From an optimization exercise on the open Yosys and OpenROAD flow, aimed at small area; shortcuts taken in it are not production practice. Only simulation tests tie the RTL to the original design; equivalence was not proved. The clock input has no modelled driver; a real chip could not lean on it and would need a root buffer or a full tree. Power is estimated from default activity; no workload was simulated.

== build 79 ==
==> flow/design.v (excerpt) <==
module DigitalClock (
    input   wire        clk,
    input   wire        rst,
    input   wire        key_mode,
    input   wire        key_inc,
    input   wire        key_alarm_off,
    output  wire        beep,
    output  wire [6:0]  seg_out,
    output  wire [5:0]  digit_sel
);
    wire key_mode_pulse, key_inc_pulse, key_alarm_off_pulse;
    wire clk_1hz_en, scan_en, blink;
    wire time_count_en, load_h, load_m, sec_wrapped, blank_h, blank_m, alarm_on_flag;
    wire sec_is_0, min_is_0, min_inc, min_dec, hour_inc;
    wire [3:0] sec0, min0, hour0;
    wire [2:0] sec1, min1;
    wire [1:0] hour1;
    wire [3:0] num_to_decode;
    key_debounce debounce_mode      (.clk(clk), .rst(rst), .key_in(key_mode),      .key_pulse(key_mode_pulse));
    key_debounce debounce_inc       (.clk(clk), .rst(rst), .key_in(key_inc),       .key_pulse(key_inc_pulse));
    key_debounce debounce_alarm_off (.clk(clk), .rst(rst), .key_in(key_alarm_off), .key_pulse(key_alarm_off_pulse));
    clk_divider u_clk_divider (
        .clk_in(clk), .rst(rst),
        .clk_1hz_en(clk_1hz_en), .scan_en(scan_en), .blink(blink)
    );
    clock_controller u_controller (
        .clk(clk), .rst(rst),
        .key_mode_pulse(key_mode_pulse), .key_inc_pulse(key_inc_pulse),
        .key_alarm_off_pulse(key_alarm_off_pulse),
        .sec_is_0(sec_is_0), .min_is_0(min_is_0), .sec_wrapped(sec_wrapped),
  ...
Size: ~140 flip-flops, about 19 I/O pins, about 0.0052 mm^2 of cells after synthesis.
==> flow/config.mk <==
export PLATFORM = sky130hd
export DESIGN_NAME = DigitalClock
export DESIGN_NICKNAME = DigitalClock
export VERILOG_FILES = /design/flow/design.v
export SDC_FILE = /design/flow/constraint.sdc
export NUM_CORES = 4
export LEC_CHECK = 0
export ABC_AREA = 1
export CAP_MARGIN = 20
export CORE_MARGIN = 2
export CORE_UTILIZATION = 40
export SLEW_MARGIN = 20
==> flow/constraint.sdc <==
create_clock -name core_clock -period 10.0 [get_ports {clk}]
set_input_delay 2.0000 -clock core_clock [delete_from_list [all_inputs] [get_ports {clk}]]
set_output_delay 2.0000 -clock core_clock [all_outputs]
set_load 0.01 [all_outputs]
standard.sh (not shown) runs the stock make flow with config.mk's settings and CLKGATE_MAP_FILE= SYNTH_SCRIPT=/design/flow/synth_recipe.tcl, a recipe that flattens the netlist after the stock synthesis.
==> flow/flow/run.sh <==
#!/bin/bash
# Layout flow: the standard ORFS flow (standard.sh) with these changes:
#  - synthesis maps the combinational logic with an area-oriented ABC script
#    (abc_area.script: 120 s of deepsyn, then &nf with relaxed delay) and leaves adders to ABC instead
#    of mapping them to half/full-adder cells; registers are synthesized
#    exactly as in the standard flow;
#  - the clock tree is built by manual_cts.tcl (a root buffer and leaf
#    buffers that each drive a compact group of flip-flops) instead of
#    TritonCTS; the rest of the CTS step (legalization, repair) is unchanged;
#  - the port buffers are the smallest buffer cell.
# Each tool's output is in standard.log and in orfs/logs.
set -uo pipefail
W=$(pwd)
rm -rf "$W/scripts_local"
cp -r "$FLOW_HOME/scripts" "$W/scripts_local"
cp "$W/flow/abc_area.script" "$W/scripts_local/abc_area.script"
cp "$W/flow/manual_cts.tcl" "$W/scripts_local/manual_cts.tcl"
sed -i 's|^log_cmd clock_tree_synthesis {\*}\$cts_args|source $::env(SCRIPTS_DIR)/manual_cts.tcl|' "$W/scripts_local/cts.tcl"
grep -q manual_cts.tcl "$W/scripts_local/cts.tcl" || { echo "cts.tcl patch failed"; exit 1; }
export SCRIPTS_DIR="$W/scripts_local"
export ADDER_MAP_FILE=
export MCTS_MAX_SINKS=18
export MCTS_LEAF_CELL=sky130_fd_sc_hd__clkbuf_8
export MCTS_ROOT_CELL=sky130_fd_sc_hd__clkbuf_8
export BUFFER_PORTS_ARGS="-inputs -outputs -buffer_cell sky130_fd_sc_hd__buf_1"
bash standard.sh > standard.log 2>&1
==> flow/flow/abc_area.script <==
strash
&get -n
&deepsyn -T 120
&dch -f
&nf -R 1000
&put
topo
stime -c
==> flow/flow/manual_cts.tcl <==
# Manual clock tree: the clock port drives one root buffer, which drives
# leaf buffers; each leaf drives a compact group of at most MCTS_MAX_SINKS
# flip-flop clock pins, formed by recursive median bisection of their
# placement. All buffers are placed at their group's centroid and legalized
# later by the flow's detailed placement.
set mcts_max_sinks [expr {[info exists ::env(MCTS_MAX_SINKS)] ? $::env(MCTS_MAX_SINKS) : 12}]
set mcts_leaf_cell [expr {[info exists ::env(MCTS_LEAF_CELL)] ? $::env(MCTS_LEAF_CELL) : "sky130_fd_sc_hd__clkbuf_8"}]
set mcts_root_cell [expr {[info exists ::env(MCTS_ROOT_CELL)] ? $::env(MCTS_ROOT_CELL) : "sky130_fd_sc_hd__clkbuf_8"}]

set mcts_block [ord::get_db_block]
set mcts_db [ord::get_db]
set mcts_clk_name [get_full_name [lindex [get_property [lindex [all_clocks] 0] sources] 0]]
set mcts_clk_net [[$mcts_block findBTerm $mcts_clk_name] getNet]
set mcts_leaf_master [$mcts_db findMaster $mcts_leaf_cell]
set mcts_root_master [$mcts_db findMaster $mcts_root_cell]

set mcts_sinks {}
foreach it [$mcts_clk_net getITerms] {
  set bb [[$it getInst] getBBox]
  lappend mcts_sinks [list $it [expr {([$bb xMin] + [$bb xMax]) / 2}] [expr {([$bb yMin] + [$bb yMax]) / 2}]]
}

proc mcts_split { sinks maxn } {
  if { [llength $sinks] <= $maxn } { return [list $sinks] }
  set xs [lsort -integer [lmap s $sinks {lindex $s 1}]]
  set ys [lsort -integer [lmap s $sinks {lindex $s 2}]]
  set dx [expr {[lindex $xs end] - [lindex $xs 0]}]
  set dy [expr {[lindex $ys end] - [lindex $ys 0]}]
  set key [expr {$dx >= $dy ? 1 : 2}]
  set sorted [lsort -integer -index $key $sinks]
  # split into two parts whose sizes are multiples of maxn where possible
  set n [llength $sorted]
  set groups [expr {($n + $maxn - 1) / $maxn}]
  set left [expr {(($groups / 2) * $n) / $groups}]
  return [concat [mcts_split [lrange $sorted 0 [expr {$left - 1}]] $maxn] \
                 [mcts_split [lrange $sorted $left end] $maxn]]
}

set mcts_groups [mcts_split $mcts_sinks $mcts_max_sinks]
puts "manual CTS: [llength $mcts_sinks] sinks in [llength $mcts_groups] groups"

set mcts_root_net [odb::dbNet_create $mcts_block "clknet_root"]
$mcts_root_net setSigType CLOCK
set mcts_cx 0
set mcts_cy 0
set i 0
foreach g $mcts_groups {
  set sx 0; set sy 0
  foreach s $g { incr sx [lindex $s 1]; incr sy [lindex $s 2] }
  set cx [expr {$sx / [llength $g]}]
  set cy [expr {$sy / [llength $g]}]
  incr mcts_cx $cx; incr mcts_cy $cy
  set buf [odb::dbInst_create $mcts_block $mcts_leaf_master "clkbuf_leaf_$i"]
  $buf setLocation $cx $cy
  $buf setPlacementStatus PLACED
  set net [odb::dbNet_create $mcts_block "clknet_leaf_$i"]
  $net setSigType CLOCK
  foreach s $g {
    set it [lindex $s 0]
    $it disconnect
    $it connect $net
  }
  [$buf findITerm X] connect $net
  [$buf findITerm A] connect $mcts_root_net
  incr i
}
set root [odb::dbInst_create $mcts_block $mcts_root_master "clkbuf_root"]
$root setLocation [expr {$mcts_cx / $i}] [expr {$mcts_cy / $i}]
$root setPlacementStatus PLACED
[$root findITerm A] connect $mcts_clk_net
[$root findITerm X] connect $mcts_root_net
$mcts_clk_net setSigType CLOCK
set_propagated_clock [all_clocks]
Relative to build 79, the following input files were edited for build 44:
-- flow/flow/run.sh --
<<< build 79, line 21
export ADDER_MAP_FILE=
export MCTS_MAX_SINKS=18
export MCTS_LEAF_CELL=sky130_fd_sc_hd__clkbuf_8
>>> build 44, line 21
export ADDER_MAP_FILE=
export MCTS_MAX_SINKS=16
export MCTS_LEAF_CELL=sky130_fd_sc_hd__clkbuf_8
### Flow results
Build 44 finished all stages; the layout is clean.
Diff build 44..build 79 | vertical die dimension | negligible
From build 79 to build 44 the numbers moved as follows: fmax essentially unchanged; portion of total power attributed to sequential cells decreased 0.6 points.
From build 79 to build 44 the numbers moved as follows: smallest hold slack held steady, worst stage delay on the critical path held steady, via count of the first global-routing pass held steady, total chip power grew by 0.83%.
Final critical-path share of the clock period: build 44 vs build 79, no meaningful difference
All-layer global routing usage delta (build 44 -> build 79): insignificant
For build 98, these inputs were changed with respect to build 44:
-- flow/flow/run.sh --
<<< build 44, line 3
#  - synthesis maps the combinational logic with an area-oriented ABC script
#    (abc_area.script: 120 s of deepsyn, then &nf with relaxed delay) and leaves adders to ABC instead
#    of mapping them to half/full-adder cells; registers are synthesized
>>> build 98, line 3
#  - synthesis maps the combinational logic with an area-oriented ABC script
#    (abc_area.script: deepsyn, then &nf with relaxed delay) and leaves adders to ABC instead
#    of mapping them to half/full-adder cells; registers are synthesized
<<< build 44, line 23
export MCTS_LEAF_CELL=sky130_fd_sc_hd__clkbuf_8
export MCTS_ROOT_CELL=sky130_fd_sc_hd__clkbuf_8
export BUFFER_PORTS_ARGS="-inputs -outputs -buffer_cell sky130_fd_sc_hd__buf_1"
>>> build 98, line 23
export MCTS_LEAF_CELL=sky130_fd_sc_hd__clkbuf_8
export MCTS_ROOT_CELL=sky130_fd_sc_hd__clkbuf_4
export BUFFER_PORTS_ARGS="-inputs -outputs -buffer_cell sky130_fd_sc_hd__buf_1"
==> flow/flow/abc_area.script <==
strash
&get -n
&deepsyn -T 20
&dch -f
&nf -R 1000
&put
topo
stime -c
Results
The power in build 98 was lower than what build 44 gave.
Total overflow reported by the global router came out exactly the same in build 44 and build 98.
From build 44 to build 98 the numbers moved as follows: area growth from synthesis to layout decreased 0.16 points; utilization dropped 0.92 points.
Going from build 44 to build 98, global-route wire length before repair went up 350 um, clock share of power held, critical path data required time held.
The run showing the greater core box area is build 98.
Compared with build 44, in build 98 detailed-route vias per instance decreased 0.10, total wire length increased 270 um.
No run of this note takes its clock network from TritonCTS; it comes from the design's own scripts or RTL.

what the ideal ports hide:
The flow's constraints put no driver on any port. The routed layouts listed below were extracted and timed again, unchanged, in two steps. Step 1 assumes that a clkbuf_16 drives the clock port and a buf_2 every other input. Step 2 also shifts input and output timing later by t, the mid clock arrival at the registers, as if the neighbouring blocks saw the same clock. Three values: ideal ports, drivers, drivers and shift; two values: the first two.
run	t, ns	slack for setup (ns)	worst setup path at the end	clock arrival spread, ns	worst slew at a driven data input, ns
build 79	0.408	5.376 / 5.344 / 5.753	register to output	0.010 / 0.009	0.03
build 44	0.415	5.370 / 5.339 / 5.755	register to output	0.012 / 0.013	0.03
build 98	0.523	5.341 / 5.310 / 5.833	register to output	0.014 / 0.014	0.03
After both steps setup and hold are still met in every run listed.
